From an optimization exercise on the open Yosys and OpenROAD flow, aimed at small area and a short achievable clock period; shortcuts taken in it are not production practice.
In this exercise RTL edits were held to simulation tests only and were not proved equivalent to the original.
No activity file was given, so power comes from the tool's default toggle rates.

==> flow/design.v (outline; a module is shown in full before it is edited, if it fits) <==
// module alu: 1076 lines
module alu # ( parameter WIDTH = 16, CMD_WIDTH = 4 ) (
	input clk, rst,
	input CE,
	input CIN,
	input mode,
	input [1:0] INP_INVALID,
	input [ CMD_WIDTH-1 :0] CMD,
	input [ WIDTH-1 :0] opa,
	input [ WIDTH-1 :0] opb,
	output reg ERR, OFLOW, g , l, e, cout,
	output reg [ 2 * WIDTH :0] RES
);
  // ...
==> flow/run.sh <==
#!/bin/bash
# synth_recipe.tcl (not shown) runs the flow's synth.tcl, then flattens the netlist and writes it again
# the make line also repeats each setting of config.mk as NAME=value (left out here)
make -C /OpenROAD-flow-scripts/flow DESIGN_CONFIG=/design/flow/config.mk WORK_HOME=/design/flow/orfs CLKGATE_MAP_FILE= SYNTH_SCRIPT=/design/flow/synth_recipe.tcl finish
==> flow/config.mk <==
export PLATFORM = sky130hd
export DESIGN_NAME = alu
export DESIGN_NICKNAME = alu
export VERILOG_FILES = /design/flow/design.v
export SDC_FILE = /design/flow/constraint.sdc
export NUM_CORES = 4
export LEC_CHECK = 0
export ABC_AREA = 1
export CAP_MARGIN = 20
export CORE_MARGIN = 2
export CORE_UTILIZATION = 40
export GPL_TIMING_DRIVEN = 0
export SLEW_MARGIN = 20
==> flow/constraint.sdc <==
create_clock -name core_clock -period 9.0 [get_ports {clk}]
set_input_delay 1.8000 -clock core_clock [delete_from_list [all_inputs] [get_ports {clk}]]
set_output_delay 1.8000 -clock core_clock [all_outputs]
set_load 0.01 [all_outputs]
==> results.json, run 1 <==
{
  "run_status": "timing/DRC/antenna clean",
  "stdcell_count": 2271,
  "seqAreaFraction_pct": 6.56,
  "synthAdderAreaFrac_pct": 43.0,
  "critical_path_class": "input pin to register",
  "hold_path_class": "register to register",
  "fraction_of_standard_cell_area_in_multi_input_logic_pct": 69.9,
  "tapcell.inserted": 402,
  "globalRoute.totalOverflow": 0,
  "synth_simple_gate_area_share_pct": 24.6,
  "max_freq_mhz": 115,
  "tightestPinTransition_ns": 0.806,
  "worstSetupEndpointType": "register",
  "place_ws_ns": -1.14,
  "vdd.ir_drop.worst_mv": 0.0624,
  "fin_crit_ns": 8.66,
  "timing.reg2reg.worst_path_depth": 2,
  "hold_path_end": "RES[26]",
  "synth_compound_gate_area_share_pct": 10.5,
  "nNonClkBuffers": 156,
  "num_io_pins": 82,
  "antenna_found_initial": 0,
  "timing.rr.start": "OFLOW",
  "post-synth-top-count-cell": "nand2_1",
  "final.fill_count": 3211,
  "slew_headroom_pct": 46.2,
  "clock_insertion_delay_worst_skew_ns": 0.28,
  "net_switching_power_mw": 0.321,
  "fin_util_pct": 47.3,
  "synth-main-ff-cell": "dfrtp_1",
  "finalWeightedCongestion": 0.972,
  "p_int_mw": 0.443,
  "layout.cells.most_common_list": "inv_1, nand2_1, nor2_1",
  "area_dominant_class": "multi-input combinational cells",
  "clk_transition_reported_paths_ns": 0.06,
  "antenna_cells": 0,
  "most_used_layer_global_route": "met2",
  "finalSetupViolations": 0,
  "buffer_area_share_pct": 9.16,
  "max-cap-violations": 0
}
==> run 2: changes to the inputs <==
--- a/flow/design.v
+++ b/flow/design.v
@@ -1038,23 +1038,27 @@
   assign p[25] = pp0[25] ^ g659;
   assign p[26] = pp0[26] ^ g661;
   assign p[27] = pp0[27] ^ g663;
   assign p[28] = pp0[28] ^ g665;
   assign p[29] = pp0[29] ^ g667;
   assign p[30] = pp0[30] ^ g669;
   assign p[31] = pp0[31] ^ g671;
   assign p[32] = pp0[32] ^ g673;
-    wire z = ~|p[15:0];
+    wire [15:0] zt = {r1[14:0] | r2[14:0], cin};
+    wire z = &(~(r1 ^ r2 ^ zt));
     wire t00 = op_nand | op_nor | op_xnor | op_nota | op_notb;
     wire t01 = op_nand | op_or  | op_xor  | op_nota;
     wire t10 = op_nand | op_or  | op_xor  | op_notb;
     wire t11 = op_and  | op_or  | op_xnor;
-    wire [15:0] lut = ({16{t00}} & ~a & ~b) | ({16{t01}} & ~a & b) |
-                      ({16{t10}} & a & ~b) | ({16{t11}} & a & b);
+    wire [15:0] lut;
+    genvar gi;
+    generate for (gi = 0; gi < 16; gi = gi + 1) begin : g_lut
+        assign lut[gi] = a[gi] ? (b[gi] ? t11 : t10) : (b[gi] ? t01 : t00);
+    end endgenerate
     wire sel_p  = op_addt | op_mul;
     wire sel_lo = sel_p | op_rol | op_ror | op_shla;
     wire sel_hi = op_rol | op_ror | op_shra;
     wire [15:0] res_lo = ({16{sel_lo}} & p[15:0]) | ({16{sel_hi}} & p[31:16]) | lut |
                          ({16{op_shlb}} & {b[14:0], 1'b0}) | ({16{op_shrb}} & {1'b0, b[15:1]});
     wire [32:0] res_n = {{17{sel_p}} & p[32:16], res_lo};
     wire op_fl   = op_cmp | op_sig;
     wire cout_n  = op_addt & p[16];
==> results.json, run 2 <==
{
  "synth.largest_area_cell": "fa_1",
  "regMostFlops": "RES",
  "max-cap-violations": 0,
  "max_freq_mhz": 113,
  "vias_in_the_first_global_route": 12700,
  "tightestPinTransition_ns": 0.586,
  "hold_path_class": "register to register",
  "cts_hold_buf": 0,
  "crit_family": "adder cells",
  "gr-usage-all-layers_pct": 27.3,
  "die_w_um": 187,
  "finalSetupViolations": 0,
  "vdd.ir_drop.worst_mv": 0.0665,
  "grt_first_pass_wirelength_um": 72600,
  "timing.critical_path.from_type": "input pin",
  "synth_cells": 1806,
  "design.final.nets": 2268,
  "fp-row-count": 67,
  "final_area_mm2": 0.0153,
  "globalRoute.totalOverflow": 0,
  "post_synth.cell_area_avg_um2": 7.45,
  "most_common_cell_after_layout_fill_and_taps_aside": "nand2_1",
  "layout.cells.most_common_list": "nand2_1, inv_1, nor2_1",
  "timing_max_transition_violations_final": 0,
  "dieHeight_um": 187,
  "timing.critical_path.from": "opb[2]",
  "drt_drc_violations_left": 0,
  "post-synth-top-count-cell": "nand2_1",
  "static-leakage-power_nw": 7.91,
  "holdCritStartpoint": "RES[31]",
  "cts_buffer_depth": 2,
  "first_iter_violations": 1103,
  "antenna_found_initial": 1,
  "total_clock_buffers_created_by_cts": 5,
  "initial_utilization_pct": 40.4,
  "largest_register_ffs": 33,
  "ys_async_sr_fraction_pct": 100,
  "slew_headroom_pct": 60.5,
  "dr.pass1.iters": 6,
  "design.core.area_mm2": 0.0333,
  "syn_to_final_growth_pct": 13.6,
  "floorplan.die_area_mm2": 0.0351,
  "syn_nets": 2166,
  "worstSetupEndpointType": "register",
  "synth.yosys.warnings": 1,
  "synth-main-ff-cell": "dfrtp_1",
  "clock_insertion_delay_worst_skew_ns": 0.29,
  "clk_transition_reported_paths_ns": 0.06,
  "cp_data_arrival_time_ns": 8.98,
  "report.final.hold_viol_count": 0,
  "power.density_cell_area_mw_per_mm2": 48.6,
  "wl_per_cell_um": 19.9,
  "yosysSeqAreaShare_pct": 7.26,
  "tritoncts": "done",
  "ant_nets": 0,
  "worst-path-max-fanout": 10,
  "num_io_pins": 82,
  "htreeDepth": 2,
  "netlist_area_mm2": 0.0134,
  "worst_path_largest_cell_delay_ns": 0.58,
  "synthTopCellsByArea": "fa_1, nand2_1, inv_1",
  "ctsRootBufferMaster": "clkbuf_16",
  "critical_path.n_buffers_inverters": 10,
  "cp_common_cell": "fa_1",
  "placement.io_buffers": 77,
  "netlist-cell-type-count": 53,
  "skew_ns": 0,
  "grt_max_degree": 27,
  "cts.sink_count": 39,
  "unrepaired_setup_endpoints_after_global_routing": "yes",
  "slowest_stage": "fa_1",
  "synth.top_cells.by_count": "nand2_1, inv_1, nor2_1",
  "vias": 12600,
  "totalWireLength_um": 47000,
  "critical_path_class": "input pin to register",
  "fin_crit_ns": 8.81,
  "crit_required_ns": 9.17,
  "drive_above_1_share_pct": 9.53,
  "vias_per_cell": 5.36,
  "whs_ns": 0.485,
  "finalWeightedCongestion": 0.923,
  "place_area_mm2": 0.0148,
  "synth_largest_type_area_fraction_pct": 36.5,
  "detail_placement_hpwl_um": 38700,
  "timing.rr.start": "OFLOW",
  "run_status": "timing/DRC/antenna clean",
  "finalCritPeriodShare_pct": 97.9,
  "synth_edf_count": 0,
  "yosys_register_bits": 39
}
## run 2: area by class of cell
cell class	count	area [um^2]
Antenna cell	1	2.50
Multi-Input combinational cell	1318	10900
Fill cell	3433	18000
Tap cell	448	561
Timing Repair Buffer	98	916
Inverter	399	1530
Clock buffer	6	129
Sequential cell	39	976
Clock inverter	2	12.5
Buffer	47	294
## run 2: worst paths after layout
path,to,slack [ns],cells after the start
worst max-delay path,RES[1],0.19,33
worst min-delay path,RES[31],0.49,2
worst max register to register,OFLOW,8.25,2
worst min register to register,RES[31],0.49,2
max in group asynchronous,RES[32],6.75,3
min in group asynchronous,RES[18],1.80,2
## run 2: report_power, final
| part | switching [mW] | internal (mW) | leakage [nW] |
|---|---|---|---|
| Clock | 0.0736 | 0.102 | 0.0669 |
| Combinational | 0.240 | 0.133 | 7.34 |
| Sequential | 0.00795 | 0.186 | 0.507 |
## run 2: kinds of logic (layout without fill, tap and decap cells)
logic type	count (synthesis)	count (layout)	share of synthesized area, %
simple gates	786	786	24.7
buf+inv	449	552	13.1
fa+ha+maj	317	317	43.2
compound gates	184	184	9.76
flops	39	39	7.26
xor+xnor	31	31	2.02
other cells	0	1	0
## run 2: repair_timing
item	in CTS	in global routing
endpoints found under the setup margin	28	27
pin swaps	6	8
setup buffers	10	10
gates resized for setup	44	45
## run 2: worst reg2reg max path: cells and delay by family, from the launching register on
| family | cells | cell delay [ns] |
|---|---|---|
| flops | 1 | 0.39 |
| compound gates | 2 | 0.24 |
## run 2: stage by stage
step	instances	setup TNS (ns)	power, mW	util (%)	setup slack (ns)
floorplan	1806	0	0.408	-	0.727
global placement	2331	-15.88	0.549	44.4	-1.16
detailed placement	2332	-16.13	0.552	44.5	-1.20
CTS	2347	-0.122	0.737	45.5	-0.122
global route	2358	-0.112	0.789	45.9	-0.112
finish	2358	0	0.743	45.9	0.185
## run 2: per-layer routing
| metal | part of all wire, % | vias to the layer above | track usage (%) |
|---|---|---|---|
| met5 | 0 | - | 0 |
| met4 | 6.3 | 0 | 14.3 |
| met3 | 8.6 | 134 | 4.80 |
| met2 | 45 | 606 | 42.9 |
| met1 | 40 | 6233 | 36.0 |
| li1 | - | 5675 | - |
==> run 3: changes to the inputs <==
==> flow/flow/run.sh (new file) <==
#!/bin/bash
# The standard layout (the standard.sh, all of its steps), except that the
# port buffers that buffer_ports inserts at placement are sky130_fd_sc_hd__buf_1
# instead of the delay cell it picks by default.  Every input and output port
# still gets its own buffer.  The make output is kept in standard.log.
bash standard.sh BUFFER_PORTS_ARGS="-buffer_cell sky130_fd_sc_hd__buf_1" finish > standard.log 2>&1
==> flow/standard.sh (new file) <==
#!/bin/bash
# synth_recipe.tcl (not shown) runs the flow's synth.tcl, then flattens the netlist and writes it again
# the make line also repeats each setting of config.mk as NAME=value (left out here)
make -C /OpenROAD-flow-scripts/flow DESIGN_CONFIG=/design/flow/config.mk WORK_HOME=/design/flow/orfs CLKGATE_MAP_FILE= SYNTH_SCRIPT=/design/flow/synth_recipe.tcl "${@:-finish}"
removed: flow/run.sh
==> results.json, run 3 <==
{
  "vias_in_the_first_global_route": 12800,
  "place_area_mm2": 0.0143,
  "crit_family": "adder cells",
  "slowest_stage": "fa_1",
  "dr.pass1.iters": 5,
  "layout_setup_ws_ns": 0.227,
  "worst_path_largest_cell_delay_ns": 0.60,
  "clk_transition_reported_paths_ns": 0.07,
  "report.final.hold_viol_count": 0,
  "post-synth-top-count-cell": "nand2_1",
  "synth.largest_area_cell": "fa_1",
  "whs_ns": 0.478,
  "critical_path.n_buffers_inverters": 7,
  "vias_per_cell": 5.37,
  "antenna_found_initial": 0,
  "synth.yosys.warnings": 1,
  "ctsRootBufferMaster": "clkbuf_16",
  "cts_buffer_depth": 2,
  "post_synth.cell_area_avg_um2": 7.45,
  "design.core.area_mm2": 0.0333,
  "ys_async_sr_fraction_pct": 100,
  "wl_per_cell_um": 19.9,
  "hold_path_class": "register to register",
  "final_area_mm2": 0.0148,
  "globalRoute.totalOverflow": 0,
  "drive_above_1_share_pct": 9.00,
  "netlist_area_mm2": 0.0134,
  "timing.critical_path.from_type": "input pin",
  "largest_register_ffs": 33,
  "vdd.ir_drop.worst_mv": 0.0669,
  "floorplan.die_area_mm2": 0.0351,
  "syn_to_final_growth_pct": 9.80,
  "initial_utilization_pct": 40.4,
  "power.density_cell_area_mw_per_mm2": 51.1,
  "synth_largest_type_area_fraction_pct": 36.5,
  "synth-main-ff-cell": "dfrtp_1",
  "post-layout-total-power_mw": 0.755,
  "syn_nets": 2166,
  "netlist-cell-type-count": 53,
  "worst-path-max-fanout": 10,
  "timing_max_transition_violations_final": 0,
  "grt_max_degree": 29,
  "worstSetupEndpointType": "register",
  "design.final.nets": 2258,
  "ant_nets": 0,
  "synth_cells": 1806,
  "total_clock_buffers_created_by_cts": 5,
  "yosysSeqAreaShare_pct": 7.26,
  "yosys_register_bits": 39,
  "most_common_cell_after_layout_fill_and_taps_aside": "nand2_1",
  "slew_headroom_pct": 41.4,
  "gr-usage-all-layers_pct": 27.4,
  "static-leakage-power_nw": 7.69,
  "fin_crit_ns": 8.77,
  "first_iter_violations": 1009,
  "layout.cells.most_common_list": "nand2_1, inv_1, nor2_1",
  "placement.io_buffers": 77,
  "synth_edf_count": 0,
  "clock_insertion_delay_worst_skew_ns": 0.29,
  "skew_ns": 0,
  "detail_placement_hpwl_um": 38800,
  "max-cap-violations": 0,
  "cts.sink_count": 39,
  "finalSetupViolations": 0,
  "totalWireLength_um": 46700,
  "crit_required_ns": 9.18,
  "num_io_pins": 82,
  "fp-row-count": 67,
  "cp_common_cell": "fa_1",
  "tritoncts": "done",
  "run_status": "timing/DRC/antenna clean",
  "place_ws_ns": -0.919,
  "die_w_um": 187,
  "synthTopCellsByArea": "fa_1, nand2_1, inv_1",
  "finalWeightedCongestion": 0.925,
  "vias": 12600,
  "dieHeight_um": 187,
  "critical_path_class": "input pin to register",
  "drt_drc_violations_left": 0,
  "max_freq_mhz": 114,
  "regMostFlops": "RES",
  "finalCritPeriodShare_pct": 97.5,
  "cp_data_arrival_time_ns": 8.95,
  "htreeDepth": 2,
  "grt_first_pass_wirelength_um": 73300,
  "tightestPinTransition_ns": 0.873,
  "synth.top_cells.by_count": "nand2_1, inv_1, nor2_1"
}
run 3: cell types whose count changed in the layout (fill, tap and decap cells not counted), sizes merged:
cell	delta
clkdlybuf4s50	-69
clkinv	+2
clkbuf	+2
dlymetal6s2s	-2
buf	+58
clkinvlp	-2
bufinv	+1
run 3: report_power, final:
group / switching [mW] / leakage (nW) / internal (mW) / total, mW
Combinational: 0.240 / 7.10 / 0.109 / 0.349
Clock: 0.0807 / 0.0838 / 0.131 / 0.212
Sequential: 0.00803 / 0.507 / 0.186 / 0.194
Total: 0.329 / 7.69 / 0.426 / 0.755
run 3: kinds of logic after synthesis:
| kind of cell | share of synthesized area [%] |
|---|---|
| xor+xnor | 2.02 |
| buf+inv | 13.1 |
| fa+ha+maj | 43.2 |
| compound gates | 9.76 |
| flops | 7.26 |
| simple gates | 24.7 |
run 3: timing repair:
action | 4_1_cts | 5_1_grt
setup buffers | 11 | 0
hold buffers | 0 | 0
endpoints found under the setup margin | 9 | 27
pin swaps | 5 | 5
resized for setup | 19 | 57
run 3: area by class of cell:
class,count,area (um^2)
Buffer,46,283
Clock inverter,3,43.8
Inverter,399,1530
Multi-Input combinational cell,1318,10800
Antenna cell,1,2.50
Fill cell,3494,18500
Clock buffer,5,125
Timing Repair Buffer,89,400
Tap cell,448,561
Sequential cell,39,976
run 3: path summary, 6_finish.rpt:
path,slack [ns],endpoint,cells after the start,start
worst max-delay path,0.23,RES[1],31,opb[3]
worst min-delay path,0.48,RES[31],2,RES[31]
worst max register to register,8.25,OFLOW,2,OFLOW
worst min register to register,0.48,RES[31],2,RES[31]
max in group asynchronous,7.13,RES[9],3,rst
min in group asynchronous,1.42,RES[24],2,rst
run 3: layer usage:
metal	global-route usage, %	wire length [um]	up-vias
li1	-	-	5664
met1	36.9	18900	6294
met2	44.7	21800	566
met3	3.34	3790	93
met4	11.3	2210	0
met5	0	0	-
run 3: stage by stage:
step / util (%) / instances / TNS (ns)
finish: 44.4 / 2348 / 0
global route: 44.4 / 2347 / -0.00882
CTS: 43.9 / 2347 / 0
detailed placement: 43.0 / 2332 / -5.70
global placement: 43.0 / 2331 / -5.83
floorplan: - / 1806 / 0
run 3: worst register-to-register path: stages (launching register included):
cell and delay, ns:
dfrtp_1 0.38, a2bb2oi_1 0.15, o21ai_0 0.10

-- port drivers added, routing unchanged --
Ports are ideal in the flow. The routed layouts listed here were re-timed in OpenROAD. Step 1 assumes that a clkbuf_16 drives the clock port and a buf_2 every other input. Step 2 adds t to the input delays and takes it off the output delays; t is the mean of the earliest and latest rising clock arrival at the registers after step 1. Input paths then give back, and output paths get back, about the clock's delay inside the block. Slacks: ideal ports / drivers / drivers and shift; pairs: ideal ports / drivers.
run | t (ns) | setup slack, ns | hold slack, ns | worst setup path at the end | worst register clock-pin slew, ns
run 1 | 0.316 | 0.337 / 0.345 / 0.029 | 0.477 / 0.477 / 0.477 | input to register | 0.06 / 0.06
run 2 | 0.325 | 0.185 / 0.202 / -0.123 | 0.485 / 0.485 / 0.485 | input to register | 0.06 / 0.06
run 3 | 0.330 | 0.227 / 0.245 / -0.085 | 0.478 / 0.478 / 0.478 | input to register | 0.07 / 0.07
Met with ideal ports but missed after step 2: setup timing in run 2 and run 3. For run 3, which loses most, drivers alone change the setup slack by +0.018 ns; drivers and shift together by -0.312 ns.
